From an optimization exercise on the open Yosys and OpenROAD flow, aimed at small area; shortcuts taken in it are not production practice. Function was checked by simulation only, so behaviour that the tests miss may differ from the original. Power and IR drop assume default switching activity.

## nickel
==> flow/design.v (excerpt) <==
module axi_s_to_fifos #(
    parameter integer FIFO_DEPTH = 32,
    parameter integer C_DATA_WIDTH = 32
)(
    input  logic                     clk,
    input  logic                     nrst,
    input  logic [31:0]  awaddr,
    input  logic [3:0]               awprot,
    input  logic                     awvalid,
    output logic                     awready,
    input  logic [C_DATA_WIDTH-1:0]  wdata,
    input  logic [C_DATA_WIDTH/8-1:0] wstrb,
    input  logic                     wvalid,
    output logic                     wready,
    output logic [1:0]               bresp,
    output logic                     bvalid,
    input  logic                     bready,
    input  logic [31:0]  araddr,
    input  logic [3:0]               arprot,
    input  logic                     arvalid,
    output logic                     arready,
    output logic [C_DATA_WIDTH-1:0]  rdata,
    output logic [1:0]               rresp,
    output logic                     rvalid,
    input  logic                     rready,
    input logic [C_DATA_WIDTH-1:0]  fifo_wdata,
    output logic                    fifo_full,
    output logic                    fifo_almost_full,
    input logic                     fifo_wena,
    output logic [C_DATA_WIDTH-1:0] fifo_rdata,
    output logic                    fifo_empty,
    output logic                    fifo_almost_empty,
    input logic                     fifo_rena
);
==> flow/config.mk <==
export PLATFORM = sky130hd
export DESIGN_NAME = axi_s_to_fifos
export DESIGN_NICKNAME = axi_s_to_fifos
export VERILOG_FILES = /design/flow/design.v
export SDC_FILE = /design/flow/constraint.sdc
export NUM_CORES = 4
export LEC_CHECK = 0
export CAP_MARGIN = 20
export CORE_MARGIN = 2
export CORE_UTILIZATION = 80
export SLEW_MARGIN = 20
export SYNTH_HIERARCHICAL = 1
export SYNTH_MINIMUM_KEEP_SIZE = 0
==> flow/constraint.sdc <==
create_clock -name core_clock -period 8.0 [get_ports {clk}]
set_input_delay 1.6000 -clock core_clock [delete_from_list [all_inputs] [get_ports {clk}]]
set_output_delay 1.6000 -clock core_clock [all_outputs]
set_load 0.01 [all_outputs]
standard.sh (not shown) runs the stock make flow with config.mk's settings and CLKGATE_MAP_FILE= SYNTH_SCRIPT=/design/flow/synth_recipe.tcl, a recipe that flattens the netlist after the stock synthesis.
==> flow/flow/run.sh <==
#!/bin/bash
# Standard ORFS layout (the standard.sh, synthesis unchanged) with:
#  - single-stage buf_1 port buffers instead of the default delay buffers
#  - clkbuf_8 leaf clusters of at most 18 sinks, no dummy loads in CTS, and
#    double-width clock wiring (non-default rule) on the whole clock tree
set -euo pipefail
export BUFFER_PORTS_ARGS="-buffer_cell sky130_fd_sc_hd__buf_1"
export CTS_ARGS="-sink_clustering_enable -repair_clock_nets -dont_use_dummy_load -apply_ndr full -buf_list sky130_fd_sc_hd__clkbuf_8 -sink_clustering_size 18 -sink_clustering_max_diameter 40"
bash standard.sh > standard_run.log 2>&1
Modified inputs, onyx compared to nickel
==> flow/flow/run.sh <==
#!/bin/bash
# Standard ORFS layout (the standard.sh, synthesis unchanged) with:
#  - single-stage buf_1 port buffers instead of the default delay buffers
#  - clkbuf_8 leaf clusters of at most 20 sinks within 50 um, and no dummy loads in CTS
set -euo pipefail
export BUFFER_PORTS_ARGS="-buffer_cell sky130_fd_sc_hd__buf_1"
export CTS_ARGS="-sink_clustering_enable -repair_clock_nets -dont_use_dummy_load -buf_list sky130_fd_sc_hd__clkbuf_8 -sink_clustering_size 20 -sink_clustering_max_diameter 50"
bash standard.sh > standard_run.log 2>&1
### Flow results
Clock buffer instance count of the final layout (onyx / nickel): 0.815
Re fraction of area in registers: onyx is 0.47 points up on nickel.
Per the comparison of onyx with nickel, measured slew at the worst slew-check pin moved down, global-route track usage on met1 level, highest achievable clock rate moved up, final critical-path share of the clock period moved down, area growth from synthesis to final layout moved down.
onyx against nickel: clock latency of the later-clocked register in the worst-skew pair now smaller, area of all placed cells without fillers now smaller.
Here is what was changed in the inputs of umber compared with onyx.
==> flow/flow/run.sh <==
#!/bin/bash
# Standard ORFS layout (the standard.sh, synthesis unchanged) with:
#  - single-stage buf_1 port buffers instead of the default delay buffers
#  - clkbuf_8 leaf clusters of at most 18 sinks, and no dummy loads in CTS
set -euo pipefail
export BUFFER_PORTS_ARGS="-buffer_cell sky130_fd_sc_hd__buf_1"
export CTS_ARGS="-sink_clustering_enable -repair_clock_nets -dont_use_dummy_load -buf_list sky130_fd_sc_hd__clkbuf_8 -sink_clustering_size 18 -sink_clustering_max_diameter 40"
bash standard.sh > standard_run.log 2>&1
## What came out
Having completed the whole flow, umber delivered a layout that passed the timing, DRC and antenna checks. On met3 routed wirelength, the higher figure sits with umber, not onyx. In the tables for umber and onyx, total non-filler cell area in the finished layout reads lower with onyx. Diff onyx -> umber | fmax | down slightly. Comparing umber against onyx, there is no change at all in sequential share of the synthesized area.
### umber -> amber
Settings: an added GPL_TIMING_DRIVEN of 0.
The final estimated routing congestion in global placement in amber sits 2.1% below the value recorded for umber. Between umber and amber, the flow reports clock buffer count decreasing by a few percent. Finished layout cell area went up slightly going from umber to amber.


The RTL this note starts from:
==> flow/design.v <==
module axi_s_to_fifos #(
    parameter integer FIFO_DEPTH = 32,
    parameter integer C_DATA_WIDTH = 32
)(
    input  logic                     clk,
    input  logic                     nrst,
    input  logic [31:0]  awaddr,
    input  logic [3:0]               awprot,
    input  logic                     awvalid,
    output logic                     awready,
    input  logic [C_DATA_WIDTH-1:0]  wdata,
    input  logic [C_DATA_WIDTH/8-1:0] wstrb,
    input  logic                     wvalid,
    output logic                     wready,
    output logic [1:0]               bresp,
    output logic                     bvalid,
    input  logic                     bready,
    input  logic [31:0]  araddr,
    input  logic [3:0]               arprot,
    input  logic                     arvalid,
    output logic                     arready,
    output logic [C_DATA_WIDTH-1:0]  rdata,
    output logic [1:0]               rresp,
    output logic                     rvalid,
    input  logic                     rready,
    input logic [C_DATA_WIDTH-1:0]  fifo_wdata,
    output logic                    fifo_full,
    output logic                    fifo_almost_full,
    input logic                     fifo_wena,
    output logic [C_DATA_WIDTH-1:0] fifo_rdata,
    output logic                    fifo_empty,
    output logic                    fifo_almost_empty,
    input logic                     fifo_rena
);
    localparam int IW = $clog2(FIFO_DEPTH);
    localparam int DW = C_DATA_WIDTH;
    logic [FIFO_DEPTH-1:0][DW-1:0] mem_r;
    logic [FIFO_DEPTH-1:0][DW-1:0] mem_w;
    logic [DW-1:0] wdata_reg;
    localparam logic [FIFO_DEPTH-1:0] WPOS = 32'b0100_1001_0010_0100_1001_0010_0100_1001;
    logic [IW:0]   cnt_r;
    logic [IW:0]   cnt_w;
    logic full_r, afull_r, empty_r, aempty_r;
    logic full_w, afull_w, empty_w, aempty_w;
    assign full_r   = cnt_r == FIFO_DEPTH;
    assign afull_r  = cnt_r == FIFO_DEPTH - 1;
    assign empty_r  = cnt_r == 0;
    assign aempty_r = cnt_r == 1;
    assign full_w   = cnt_w == FIFO_DEPTH;
    assign afull_w  = cnt_w == FIFO_DEPTH - 1;
    assign empty_w  = cnt_w == 0;
    assign aempty_w = cnt_w == 1;
    assign fifo_full         = full_r;
    assign fifo_almost_full  = afull_r;
    assign fifo_empty        = empty_w;
    assign fifo_almost_empty = aempty_w;
    assign bresp = 2'b00;
    assign rresp = 2'b00;
    logic rd_wait;           
    logic sel_st, sel_rd;    
    logic rd_pop;            
    logic [3:0] st;          
    wire ar_hs = arvalid && arready;
    wire r_hs  = rvalid && rready;
    wire pop_r = rd_pop && r_hs;
    wire push_r = fifo_wena && !full_r;
    always_ff @(posedge clk or negedge nrst) begin
        if (!nrst) begin
            arready <= 1'b0;
            rvalid  <= 1'b0;
            rd_wait <= 1'b0;
            rd_pop  <= 1'b0;
        end else begin
            if (rd_wait) begin
                rd_wait <= 1'b0;
                rvalid  <= 1'b1;
                rd_pop  <= sel_rd && !empty_r;
            end else if (rvalid) begin
                if (rready) rvalid <= 1'b0;
            end else if (ar_hs) begin
                arready <= 1'b0;
                rd_wait <= 1'b1;
            end else begin
                arready <= 1'b1;
            end
        end
    end
    always_ff @(posedge clk) begin
        if (ar_hs) begin
            sel_st <= araddr[31:2] == 30'd0;
            sel_rd <= araddr[31:2] == 30'd2;
        end
        if (rd_wait)
            st <= sel_st ? {full_w, afull_w, empty_r, aempty_r} : 4'b0;
    end
    logic in_resp;           
    logic pend;              
    wire aw_hs = awvalid && awready;
    wire w_hs  = wvalid && wready;
    wire aw_is_wr = awaddr[31:2] == 30'd1;
    wire push_w = in_resp && pend && !full_w;
    wire pop_w  = fifo_rena && !empty_w;
    always_ff @(posedge clk or negedge nrst) begin
        if (!nrst) begin
            awready <= 1'b0;
            wready  <= 1'b0;
            bvalid  <= 1'b0;
            in_resp <= 1'b0;
            pend    <= 1'b0;
        end else begin
            if (in_resp) begin
                if (push_w) pend <= 1'b0;
                bvalid <= 1'b1;
                if (bready && bvalid) begin
                    bvalid  <= 1'b0;
                    in_resp <= 1'b0;
                    pend    <= 1'b0;
                end
            end else if (!awready && !wready) begin
                awready <= 1'b1;
                wready  <= 1'b1;
            end else begin
                if (aw_hs) begin
                    awready <= 1'b0;
                    pend    <= aw_is_wr;
                end
                if (w_hs)
                    wready <= 1'b0;
                if ((aw_hs || !awready) && (w_hs || !wready))
                    in_resp <= 1'b1;
            end
        end
    end
    always_ff @(posedge clk) begin
        if (w_hs) wdata_reg <= wdata;
    end
    logic [IW-1:0] ph_w;      
    logic          unpl_w;    
    logic [IW:0]   placed_w;  
    logic [IW-1:0] pf_w;      
    logic          want_w;    
    logic          byp_w;     
    logic [FIFO_DEPTH-1:0] wr_w;  
    assign placed_w = cnt_w - unpl_w;
    assign pf_w     = ph_w + placed_w[IW-1:0];
    assign want_w   = unpl_w | push_w;
    assign byp_w    = unpl_w & (cnt_w == 1);
    always_comb begin
        for (int p = 0; p < FIFO_DEPTH; p++)
            wr_w[p] = WPOS[p] && want_w && (pf_w == IW'(p - 1));
    end
    always_ff @(posedge clk or negedge nrst) begin
        if (!nrst) begin
            cnt_r  <= '0;
            cnt_w  <= '0;
            ph_w   <= '0;
            unpl_w <= 1'b0;
        end else begin
            cnt_r  <= cnt_r + {{IW{pop_r & ~push_r}}, pop_r ^ push_r};
            cnt_w  <= cnt_w + {{IW{pop_w & ~push_w}}, pop_w ^ push_w};
            ph_w   <= ph_w + 1'b1 + pop_w;
            unpl_w <= want_w & ~|wr_w & ~(pop_w & byp_w);
        end
    end
    logic [DW-1:0] rd_r, rd_w;
    logic [FIFO_DEPTH-1:0] sel_r, sel_w;
    logic [7:0] sel_r_lo, sel_w_lo;
    logic [4:0] sel_r_hi, sel_w_hi;
    always_comb begin
        for (int j = 0; j < 8; j++) begin
            sel_r_lo[j] = rd_pop && (cnt_r[2:0] == j[2:0]);
            sel_w_lo[j] = !byp_w && (ph_w[2:0] == j[2:0]);
        end
        for (int i = 0; i < 5; i++) begin
            sel_r_hi[i] = (cnt_r[IW:3] == i[2:0]);
            sel_w_hi[i] = ({1'b0, ph_w[IW-1:3]} == i[2:0]);
        end
    end
    genvar gd;
    generate
        for (gd = 0; gd < FIFO_DEPTH; gd++) begin : g_dec
            axi_s_to_fifos_and2 u_sel_r (.a(sel_r_lo[(gd + 1) % 8]), .b(sel_r_hi[(gd + 1) / 8]), .y(sel_r[gd]));
            axi_s_to_fifos_and2 u_sel_w (.a(sel_w_lo[gd % 8]), .b(sel_w_hi[gd / 8]), .y(sel_w[gd]));
        end
    endgenerate
    axi_s_to_fifos_ohmux #(.N(FIFO_DEPTH), .W(DW)) u_mux_r (.sel(sel_r), .d(mem_r), .y(rd_r));
    axi_s_to_fifos_ohmux33 #(.W(DW)) u_mux_w (.sel(sel_w), .d(mem_w), .sel_x(byp_w), .x(wdata_reg), .y(rd_w));
    always_ff @(posedge clk) begin
        if (push_r) mem_r <= {mem_r[FIFO_DEPTH-2:0], fifo_wdata};
        for (int p = 0; p < FIFO_DEPTH; p++)
            mem_w[p] <= wr_w[p] ? wdata_reg : mem_w[(p + FIFO_DEPTH - 1) % FIFO_DEPTH];
    end
    assign rdata      = rd_r | {{(DW-4){1'b0}}, st};
    assign fifo_rdata = rd_w;
endmodule
module axi_s_to_fifos_ohmux #(
    parameter integer N = 32,
    parameter integer W = 32
)(
    input  logic [N-1:0]   sel,
    input  logic [N*W-1:0] d,
    output logic [W-1:0]   y
);
    genvar b, k;
    generate
        for (b = 0; b < W; b++) begin : g_bit
            logic [N-1:0] col;
            for (k = 0; k < N; k++) begin : g_col
                assign col[k] = d[k*W + b];
            end
            axi_s_to_fifos_ohmux32 u_bit (.sel(sel), .d(col), .y(y[b]));
        end
    endgenerate
endmodule
module axi_s_to_fifos_ohmux32 (
    input  logic [31:0] sel,
    input  logic [31:0] d,
    output logic        y
);
    logic [9:0] g;
    genvar k;
    generate
        for (k = 0; k < 10; k++) begin : g_aoi
            axi_s_to_fifos_aoi222 u_aoi (
                .a0(sel[3*k]),   .b0(d[3*k]),
                .a1(sel[3*k+1]), .b1(d[3*k+1]),
                .a2(sel[3*k+2]), .b2(d[3*k+2]),
                .y(g[k]));
        end
    endgenerate
    logic [1:0] h;
    axi_s_to_fifos_nand2 u_n30 (.a(sel[30]), .b(d[30]), .y(h[0]));
    axi_s_to_fifos_nand2 u_n31 (.a(sel[31]), .b(d[31]), .y(h[1]));
    assign y = ~&{g[9:0], h};
endmodule
module axi_s_to_fifos_ohmux33 #(
    parameter integer W = 32
)(
    input  logic [31:0]   sel,
    input  logic [32*W-1:0] d,
    input  logic          sel_x,
    input  logic [W-1:0]  x,
    output logic [W-1:0]  y
);
    genvar b, k;
    generate
        for (b = 0; b < W; b++) begin : g_bit
            logic [31:0] col;
            for (k = 0; k < 32; k++) begin : g_col
                assign col[k] = d[k*W + b];
            end
            axi_s_to_fifos_ohmux33b u_bit (.sel(sel), .d(col), .sel_x(sel_x), .x(x[b]), .y(y[b]));
        end
    endgenerate
endmodule
module axi_s_to_fifos_ohmux33b (
    input  logic [31:0] sel,
    input  logic [31:0] d,
    input  logic        sel_x,
    input  logic        x,
    output logic        y
);
    logic [10:0] g;
    genvar k;
    generate
        for (k = 0; k < 10; k++) begin : g_aoi
            axi_s_to_fifos_aoi222 u_aoi (
                .a0(sel[3*k]),   .b0(d[3*k]),
                .a1(sel[3*k+1]), .b1(d[3*k+1]),
                .a2(sel[3*k+2]), .b2(d[3*k+2]),
                .y(g[k]));
        end
    endgenerate
    axi_s_to_fifos_aoi222 u_aoi_last (
        .a0(sel[30]), .b0(d[30]),
        .a1(sel[31]), .b1(d[31]),
        .a2(sel_x),   .b2(x),
        .y(g[10]));
    assign y = ~&g;
endmodule
module axi_s_to_fifos_aoi222 (
    input  logic a0, b0, a1, b1, a2, b2,
    output logic y
);
    assign y = ~((a0 & b0) | (a1 & b1) | (a2 & b2));
endmodule
module axi_s_to_fifos_nand2 (
    input  logic a, b,
    output logic y
);
    assign y = ~(a & b);
endmodule
module axi_s_to_fifos_and2 (
    input  logic a, b,
    output logic y
);
    assign y = a & b;
endmodule
export LEC_CHECK = 0
export CAP_MARGIN = 20
export CORE_MARGIN = 2
export CORE_UTILIZATION = 80
export SLEW_MARGIN = 20
export SYNTH_HIERARCHICAL = 1
export SYNTH_MINIMUM_KEEP_SIZE = 0
create_clock -name core_clock -period 8.0 [get_ports {clk}]
==> flow/flow/run.sh <==
#!/bin/bash
# Standard ORFS layout (the standard.sh, synthesis unchanged) with:
#  - single-stage buf_1 port buffers instead of the default delay buffers
#  - clkbuf_8 leaf clusters of at most 15 sinks, and no dummy loads in CTS
set -euo pipefail
export BUFFER_PORTS_ARGS="-buffer_cell sky130_fd_sc_hd__buf_1"
export CTS_ARGS="-sink_clustering_enable -repair_clock_nets -dont_use_dummy_load -buf_list sky130_fd_sc_hd__clkbuf_8 -sink_clustering_size 15 -sink_clustering_max_diameter 40"
bash standard.sh > standard_run.log 2>&1
Change:
==> flow/flow/run.sh (replaced) <==
#!/bin/bash
# Standard ORFS layout (the standard.sh, synthesis unchanged) with:
#  - single-stage buf_1 port buffers instead of the default delay buffers
#  - clkbuf_8 leaf clusters of at most 18 sinks, and no dummy loads in CTS
set -euo pipefail
export BUFFER_PORTS_ARGS="-buffer_cell sky130_fd_sc_hd__buf_1"
export CTS_ARGS="-sink_clustering_enable -repair_clock_nets -dont_use_dummy_load -buf_list sky130_fd_sc_hd__clkbuf_8 -sink_clustering_size 18 -sink_clustering_max_diameter 40"
bash standard.sh > standard_run.log 2>&1
Outcome: Wire length shrinks slightly; cell area stays flat; setup slack gains 0.040 ns; combinational power barely changes; area after synthesis is unchanged; global-route usage shrinks by 0.17 points; power shrinks slightly; utilization shrinks by 0.22 points; fmax grows slightly; clock skew shrinks by 0.0061 ns; sequential cell count does not change.

[re-timing with driven ports]
The flow's constraints put no driver on any port. The routed layouts listed below were extracted and timed again, unchanged, in two steps. Step 1 (the two cells are an assumption about what drives the block):
set clk [get_ports {clk}]
set_driving_cell -lib_cell sky130_fd_sc_hd__clkbuf_16 $clk
set_driving_cell -lib_cell sky130_fd_sc_hd__buf_2 [delete_from_list [all_inputs] $clk]
Step 2 moves the port delays by t, midway between the first and last clock arrival at a register: inputs arrive t later, outputs are due t later. That takes back most of the time a late clock gives input paths. Slacks: no drivers / after step 1 / after step 2; pairs: no drivers / after step 1.
| run | t, ns | setup slack, ns | worst setup path at the end | latest minus earliest clock arrival (ns) | cell pins on the clock port's net |
|---|---|---|---|---|---|
| nickel | 0.948 | 1.971 / 1.899 / 2.846 | register to output | 0.078 / 0.079 | 1 |
| onyx | 0.890 | 2.080 / 2.008 / 2.898 | register to output | 0.087 / 0.088 | 1 |
| umber | 0.948 | 1.971 / 1.899 / 2.846 | register to output | 0.078 / 0.079 | 1 |
| amber | 0.948 | 2.373 / 2.298 / 3.246 | register to output | 0.071 / 0.070 | 1 |
| the first run of note 2 | 0.951 | 0.953 / 0.882 / 1.833 | register to output | 0.090 / 0.090 | 1 |
| the second run of note 2 | 0.944 | 0.992 / 0.922 / 1.866 | register to output | 0.088 / 0.088 | 1 |
After both steps setup and hold are still met in every run listed.
